Source: an optimization exercise on an open RTL-to-GDS flow (aim: small area and a short achievable clock period). Production flows keep margins and buffers that such runs may drop. Function was checked by simulation only, so behaviour that the tests miss may differ from the original. No activity file was given, so power comes from the tool's default toggle rates.

[design/flow/design.v]
module mul8_top (
    input  logic        clk,
    input  logic [ 7:0] i_A,
    input  logic [ 7:0] i_B,
    output logic [15:0] o_result
);
    logic [ 7:0] a_q;
    logic [ 7:0] b_q;
    logic [15:0] product;
    r4mbe_dadda_multiplier_8bit mult_i (
        .i_A     (a_q),
        .i_B     (b_q),
        .o_result(product)
    );
    always_ff @(posedge clk) begin
        a_q      <= i_A;
        b_q      <= i_B;
        o_result <= product;
    end
endmodule

module HA (
    input  logic a,
    input  logic b,
    output logic s,
    output logic cout
);
    assign s = a ^ b;
    assign cout = a & b;
endmodule
module HAN (
    input  logic a,
    input  logic b,
    output logic s,
    output logic cout
);
    assign s = ~(a ^ b);
    assign cout = a | b;
endmodule
module FA (
    input  logic a,
    input  logic b,
    input  logic cin,
    output logic s,
    output logic cout
);
    assign s = a ^ b ^ cin;
    assign cout = (a & b) | (a & cin) | (b & cin);
endmodule
module r4mbe_dadda_multiplier_8bit (
    input  logic [ 7:0] i_A,
    input  logic [ 7:0] i_B,
    output logic [15:0] o_result
);
    wire pp0_0 = i_A[0] & i_B[0];
    wire pp0_1 = i_A[0] & i_B[1];
    wire pp0_2 = i_A[0] & i_B[2];
    wire pp0_3 = i_A[0] & i_B[3];
    wire pp0_4 = i_A[0] & i_B[4];
    wire pp0_5 = i_A[0] & i_B[5];
    wire pp0_6 = i_A[0] & i_B[6];
    wire pp0_7 = i_A[0] & i_B[7];
    wire pp1_0 = i_A[1] & i_B[0];
    wire pp1_1 = i_A[1] & i_B[1];
    wire pp1_2 = i_A[1] & i_B[2];
    wire pp1_3 = i_A[1] & i_B[3];
    wire pp1_4 = i_A[1] & i_B[4];
    wire pp1_5 = i_A[1] & i_B[5];
    wire pp1_6 = i_A[1] & i_B[6];
    wire pp1_7 = i_A[1] & i_B[7];
    wire pp2_0 = i_A[2] & i_B[0];
    wire pp2_1 = i_A[2] & i_B[1];
    wire pp2_2 = i_A[2] & i_B[2];
    wire pp2_3 = i_A[2] & i_B[3];
    wire pp2_4 = i_A[2] & i_B[4];
    wire pp2_5 = i_A[2] & i_B[5];
    wire pp2_6 = i_A[2] & i_B[6];
    wire pp2_7 = i_A[2] & i_B[7];
    wire pp3_0 = i_A[3] & i_B[0];
    wire pp3_1 = i_A[3] & i_B[1];
    wire pp3_2 = i_A[3] & i_B[2];
    wire pp3_3 = i_A[3] & i_B[3];
    wire pp3_4 = i_A[3] & i_B[4];
    wire pp3_5 = i_A[3] & i_B[5];
    wire pp3_6 = i_A[3] & i_B[6];
    wire pp3_7 = i_A[3] & i_B[7];
    wire pp4_0 = i_A[4] & i_B[0];
    wire pp4_1 = i_A[4] & i_B[1];
    wire pp4_2 = i_A[4] & i_B[2];
    wire pp4_3 = i_A[4] & i_B[3];
    wire pp4_4 = i_A[4] & i_B[4];
    wire pp4_5 = i_A[4] & i_B[5];
    wire pp4_6 = i_A[4] & i_B[6];
    wire pp4_7 = i_A[4] & i_B[7];
    wire pp5_0 = i_A[5] & i_B[0];
    wire pp5_1 = i_A[5] & i_B[1];
    wire pp5_2 = i_A[5] & i_B[2];
    wire pp5_3 = i_A[5] & i_B[3];
    wire pp5_4 = i_A[5] & i_B[4];
    wire pp5_5 = i_A[5] & i_B[5];
    wire pp5_6 = i_A[5] & i_B[6];
    wire pp5_7 = i_A[5] & i_B[7];
    wire pp6_0 = i_A[6] & i_B[0];
    wire pp6_1 = i_A[6] & i_B[1];
    wire pp6_2 = i_A[6] & i_B[2];
    wire pp6_3 = i_A[6] & i_B[3];
    wire pp6_4 = i_A[6] & i_B[4];
    wire pp6_5 = i_A[6] & i_B[5];
    wire pp6_6 = i_A[6] & i_B[6];
    wire pp6_7 = i_A[6] & i_B[7];
    wire pp7_0 = i_A[7] & i_B[0];
    wire pp7_1 = i_A[7] & i_B[1];
    wire pp7_2 = i_A[7] & i_B[2];
    wire pp7_3 = i_A[7] & i_B[3];
    wire pp7_4 = i_A[7] & i_B[4];
    wire pp7_5 = i_A[7] & i_B[5];
    wire pp7_6 = i_A[7] & i_B[6];
    wire pp7_7 = i_A[7] & i_B[7];
    wire s0, c1;
    HA u_s0 (.a(pp0_6), .b(pp1_5), .s(s0), .cout(c1));
    wire s2, c3;
    FA u_s2 (.a(pp0_7), .b(pp1_6), .cin(pp2_5), .s(s2), .cout(c3));
    wire s4, c5;
    HA u_s4 (.a(pp3_4), .b(pp4_3), .s(s4), .cout(c5));
    wire s6, c7;
    FA u_s6 (.a(pp1_7), .b(pp2_6), .cin(pp3_5), .s(s6), .cout(c7));
    wire s8, c9;
    HA u_s8 (.a(pp4_4), .b(pp5_3), .s(s8), .cout(c9));
    wire s10, c11;
    FA u_s10 (.a(pp2_7), .b(pp3_6), .cin(pp4_5), .s(s10), .cout(c11));
    wire s12, c13;
    HA u_s12 (.a(pp0_4), .b(pp1_3), .s(s12), .cout(c13));
    wire s14, c15;
    FA u_s14 (.a(pp0_5), .b(pp1_4), .cin(pp2_3), .s(s14), .cout(c15));
    wire s16, c17;
    HA u_s16 (.a(pp3_2), .b(pp4_1), .s(s16), .cout(c17));
    wire s18, c19;
    FA u_s18 (.a(pp2_4), .b(pp3_3), .cin(pp4_2), .s(s18), .cout(c19));
    wire s20, c21;
    FA u_s20 (.a(pp5_1), .b(pp6_0), .cin(s0), .s(s20), .cout(c21));
    wire s22, c23;
    FA u_s22 (.a(pp5_2), .b(pp6_1), .cin(pp7_0), .s(s22), .cout(c23));
    wire s24, c25;
    FA u_s24 (.a(c1), .b(s4), .cin(s2), .s(s24), .cout(c25));
    wire s26, c27;
    FA u_s26 (.a(pp6_2), .b(pp7_1), .cin(c5), .s(s26), .cout(c27));
    wire s28, c29;
    FA u_s28 (.a(s8), .b(c3), .cin(s6), .s(s28), .cout(c29));
    wire s30, c31;
    FA u_s30 (.a(pp5_4), .b(pp6_3), .cin(pp7_2), .s(s30), .cout(c31));
    wire s32, c33;
    FA u_s32 (.a(c9), .b(c7), .cin(s10), .s(s32), .cout(c33));
    wire s34, c35;
    FA u_s34 (.a(pp3_7), .b(pp4_6), .cin(pp5_5), .s(s34), .cout(c35));
    wire s36, c37;
    FA u_s36 (.a(pp6_4), .b(pp7_3), .cin(c11), .s(s36), .cout(c37));
    wire s38, c39;
    FA u_s38 (.a(pp4_7), .b(pp5_6), .cin(pp6_5), .s(s38), .cout(c39));
    wire s40, c41;
    HA u_s40 (.a(pp0_3), .b(pp1_2), .s(s40), .cout(c41));
    wire s42, c43;
    FA u_s42 (.a(pp2_2), .b(pp3_1), .cin(pp4_0), .s(s42), .cout(c43));
    wire s44, c45;
    FA u_s44 (.a(pp5_0), .b(c13), .cin(s16), .s(s44), .cout(c45));
    wire s46, c47;
    FA u_s46 (.a(c17), .b(c15), .cin(s18), .s(s46), .cout(c47));
    wire s48, c49;
    FA u_s48 (.a(c19), .b(s22), .cin(c21), .s(s48), .cout(c49));
    wire s50, c51;
    FA u_s50 (.a(c23), .b(s26), .cin(c25), .s(s50), .cout(c51));
    wire s52, c53;
    FA u_s52 (.a(s30), .b(c27), .cin(c29), .s(s52), .cout(c53));
    wire s54, c55;
    FA u_s54 (.a(c31), .b(s34), .cin(c33), .s(s54), .cout(c55));
    wire s56, c57;
    FA u_s56 (.a(pp7_4), .b(c35), .cin(s38), .s(s56), .cout(c57));
    wire s58, c59;
    FA u_s58 (.a(pp5_7), .b(pp6_6), .cin(pp7_5), .s(s58), .cout(c59));
    wire s60, c61;
    HA u_s60 (.a(pp0_2), .b(pp1_1), .s(s60), .cout(c61));
    wire s62, c63;
    FA u_s62 (.a(pp2_1), .b(pp3_0), .cin(s40), .s(s62), .cout(c63));
    wire s64, c65;
    FA u_s64 (.a(c41), .b(s12), .cin(s42), .s(s64), .cout(c65));
    wire s66, c67;
    FA u_s66 (.a(c43), .b(s14), .cin(s44), .s(s66), .cout(c67));
    wire s68, c69;
    FA u_s68 (.a(c45), .b(s20), .cin(s46), .s(s68), .cout(c69));
    wire s70, c71;
    FA u_s70 (.a(c47), .b(s24), .cin(s48), .s(s70), .cout(c71));
    wire s72, c73;
    FA u_s72 (.a(s28), .b(c49), .cin(s50), .s(s72), .cout(c73));
    wire s74, c75;
    FA u_s74 (.a(s32), .b(c51), .cin(s52), .s(s74), .cout(c75));
    wire s76, c77;
    FA u_s76 (.a(s36), .b(c53), .cin(s54), .s(s76), .cout(c77));
    wire s78, c79;
    FA u_s78 (.a(c37), .b(s56), .cin(c55), .s(s78), .cout(c79));
    wire s80, c81;
    FA u_s80 (.a(c39), .b(s58), .cin(c57), .s(s80), .cout(c81));
    wire s82, c83;
    FA u_s82 (.a(pp6_7), .b(pp7_6), .cin(c59), .s(s82), .cout(c83));
    wire [15:0] ra = {1'b0, pp7_7, s82, s80, s78, c75, c73, c71, c69, c67, c65, c63, c61, pp2_0, pp0_1, pp0_0};
    wire [15:0] rb = {1'b0, c83, c81, c79, c77, s76, s74, s72, s70, s68, s66, s64, s62, s60, pp1_0, 1'b0};
    assign o_result = ra + rb;
endmodule
[design/flow/flow/run.sh]
#!/bin/bash
# The standard layout (standard.sh), with two changes:
#  - ports are buffered with the smallest buffer, sky130_fd_sc_hd__buf_1;
#  - the clock tree is built without dummy loads.
# The make output goes to flow.log in the work folder; each ORFS step keeps its own
# log under orfs/logs/.
set -euo pipefail
export BUFFER_PORTS_ARGS="-buffer_cell sky130_fd_sc_hd__buf_1"
export CTS_ARGS="-sink_clustering_enable -repair_clock_nets -dont_use_dummy_load"
bash standard.sh > flow.log 2>&1
[design/flow/standard.sh]
#!/bin/bash
# synth_recipe.tcl (not shown) runs the flow's synth.tcl, then flattens the netlist and writes it again
# the make line also repeats each setting of config.mk as NAME=value (left out here)
make -C /OpenROAD-flow-scripts/flow DESIGN_CONFIG=/design/flow/config.mk WORK_HOME=/design/flow/orfs CLKGATE_MAP_FILE= SYNTH_SCRIPT=/design/flow/synth_recipe.tcl "${@:-finish}"
[design/flow/config.mk]
export PLATFORM = sky130hd
export DESIGN_NAME = mul8_top
export DESIGN_NICKNAME = mul8_top
export VERILOG_FILES = /design/flow/design.v
export SDC_FILE = /design/flow/constraint.sdc
export NUM_CORES = 4
export LEC_CHECK = 0
export CAP_MARGIN = 20
export CORE_MARGIN = 2
export CORE_UTILIZATION = 40
export SLEW_MARGIN = 20
export SYNTH_HIERARCHICAL = 1
export SYNTH_MINIMUM_KEEP_SIZE = 0
[design/flow/constraint.sdc]
create_clock -name core_clock -period 5.0 [get_ports {clk}]
set_input_delay 1.0000 -clock core_clock [delete_from_list [all_inputs] [get_ports {clk}]]
set_output_delay 1.0000 -clock core_clock [all_outputs]
set_load 0.01 [all_outputs]
==> out/results.ini <==
[finish]
synthToLayoutAreaGrowth_pct=11.20
finalNonFillerCells=331
drive_above_1_share_pct=3.516
antennaDiodeCount=0
fin_nets=332

[synthesis]
yosysMostFrequentCell=and2_1
synth_area_per_cell_um2=11.18
yosysTopAreaCellShare_pct=29.31
yosysSeqAreaShare_pct=26.06
syn_inst=220
yosysWarnings=7
synthTopCellsByCount=and2_1 (64), fa_1 (36), dfxtp_1 (32)
synth_cell_types=27
synth_area_leaders=fa_1 (29%), dfxtp_1 (26%), and2_1 (16%), ha_1 (11%), xnor2_1 (2.1%)
synth_nets=294
yosys.area.top_type=fa_1
async_reset_ff_share_pct=0
synth_seq_cells=32
syn_area_mm2=0.002459
synth_edf_count=0
synthFlopType=dfxtp_1

[cts]
postCtsSetupBuffers=0
cts_hold_buf=0
cts_resized=0
ctsLongestPathBuffers=2
clock-sinks=32
cts_root_buf=clkbuf_8
clkTransAtPathRegs_ns=0.07
clk_latency_ns=0.28
cts.htree.levels=2
cts_tree=done
cts_buffers=5

[timing]
fmax_mhz=263.5
timing.final.crit_share_pct=75.91
slew_violations=0
timing.final.crit_period_ns=3.795
setup_tns_ns=0
rsz0062_at_grt=no
tightest_slew_ns=0.4399
final_hold_viol_count=0
fin_worst_skew_ns=0.01301
setup_viol=0
slew_headroom_pct=70.36

[power_and_ir_drop]
power.leakage_uw=0.001256
vdd_drop_max_uv=193.4
p_switching_uw=433.2
p_per_area_mw_per_mm2=407.4
p_sw_share_pct=38.89
intPower_uw=680.6
seqPwrFrac_pct=30.9
p_clk_share_pct=15.9
combPwrFrac_pct=53.2

[routing]
drt_iter0_drc=77
drc_errors=0
antenna_left=0
wl_per_cell_um=13.42
num_vias=1641
wirelength_um=4441
vias_per_cell=4.958
drt_pass1_iterations=4

[min_path]
hold_path.class=reg2reg
min_to=o_result[0]
hold_depth=1
min_from=b_q[0]

[worst_setup_path]
required_ns=5.17
reg2reg_to=o_result[13]
cp_common_cell=fa_1
cp_max_fo=8
ff2ff_setup_slack_ns=1.20
r2r_start=a_q[2]
crit_chain=and2_1, fa_1, fa_1, fa_1, fa_1, ha_1, a21oi_1, o21ai_0, o41a_1, xor2_1
slowest_delay_ns=0.53
crit_type=reg2reg
worstPathArrival_ns=3.96
cp-end-kind=register
setup.worst_path.start_class=register
rr_worst_depth=10
critical-path-slowest-cell=fa_1

[placed_design]
io_buffers=32
routabilityCongestion=0.8034
dpl.cell_count=326
dpl.hpwl_um=3675

[run]
cap_viol_max_count=0

[global_route]
grt_pass1_vias=1617
grt-ovfl-total=0
grt_max_degree=12
grt_first_pass_wirelength_um=7555
grt.total_usage_pct=14.92
antenna_found_initial=0

[floorplan]
die_y_um=82.40
ios=33
die_width_um=82.40
dieArea_mm2=0.006790
initial_core_util_pct=41.53
rows=28
core_area_mm2=0.005921

[run_status]
outcome=finished clean

## Yosys stat by module (local to each module, per instance)
module | times used | cells inside
r4mbe_dadda_multiplier_8bit | 1 | 146
mul8_top | 1 | 32
FA | 35 | 1
HA | 7 | 1
## layout make-up
cell class / count / area (um2)
tap: 75 / 93.84
clock buffer: 5 / 68.82
multi-input combinational: 187 / 1810
fill: 580 / 3187
sequential: 32 / 640.6
timing repair buffer: 32 / 120.1
## power groups by stage
stage | clock [uW] | sequential (uW) | combinational [uW]
after floorplan | 0 | 374 | 438
after global placement | 0 | 352 | 593
after detailed placement | 0 | 351 | 598
after CTS | 186 | 345 | 600
after global routing | 195 | 352 | 676
final | 178 | 344 | 592
## stage by stage
step	util (%)	area, um2	hold WS, ns	setup slack (ns)	power, uW
floorplan	-	2459	0.5993	1.471	812.1
global placement	45.01	2665	0.5474	1.259	944.7
detailed placement	45.01	2665	0.5797	1.200	948.7
CTS	46.18	2734	0.5884	1.176	1132
global route	46.18	2734	0.5990	1.028	1222
finish	46.18	2734	0.5762	1.205	1114
## routing by layer
layer,global-route usage (%),vias up,wire (um)
met5,0,-,0
met4,4.500,0,52
met3,3.370,6,221
met2,23.87,36,2174
met1,20.14,794,1992
li1,-,805,-
## layout by cell type (no fill, tap or decap), drive strengths merged, types with 4 or more instances in the layout
cell,instances
nand2,4
buf,32
dfxtp,32
and3,4
xor2,4
and2,64
nor3,4
ha,21
xnor2,6
a21oi,8
nand3,4
clkbuf,5
nor2,10
fa,36
a21o,6
o21ai,5
## how the worst max path moves through the flow
stage	start	end	slack, ns
after floorplan	a_q[0]	o_result[13]	1.47
after global placement	a_q[2]	o_result[13]	1.26
after detailed placement	a_q[2]	o_result[13]	1.20
after CTS	a_q[2]	o_result[13]	1.18
after global routing	a_q[2]	o_result[13]	1.03
final	a_q[2]	o_result[13]	1.20
## critical path, delay by kind of cell, from the launching register on
kind	cells	cell delay [ns]
compound gates	3	0.74
xor+xnor	1	0.15
fa+ha+maj	5	2.14
flops	1	0.46
simple gates	1	0.19
## registers in the layout, indices dropped and copies added (netlist names)
name / count
a_q: 8
b_q: 8
o_result: 16
## cell families (layout without fill, tap and decap cells)
kind of cell,count (synthesis),after routing,synth area share [%]
and+or+nand+nor,93,93,22.09
adders and majority gates,57,57,40.00
DFF,32,32,26.06
AOI/OAI and AO/OA,26,26,7.583
muxes,1,1,0.4071
buffers and inverters,1,37,0.3055
xor gates and xnor gates,10,10,3.562

-- separate check: timing with driven ports --
Ports are ideal in the flow. The routed layout listed here was re-timed in OpenROAD.
Step 1 sets driving cells, clkbuf_16 on the clock port and buf_2 on the other inputs (assumed; they add their load-dependent delay and slew).
Step 2 times the ports against the registers' clock, not the clock port: input delays grow and output delays shrink by t, the midpoint of the rising clock arrivals with the driver on.
Slacks: no drivers / after step 1 / after step 2; pairs: no drivers / after step 1.
t, ns: 0.302
setup slack, ns: 1.205 / 1.205 / 1.205
worst register clock-pin slew, ns: 0.07 / 0.07
After both steps this run still meets setup and hold. The setup slack of this run moves by 0.000 ns with the drivers and by 0.000 ns with both steps.
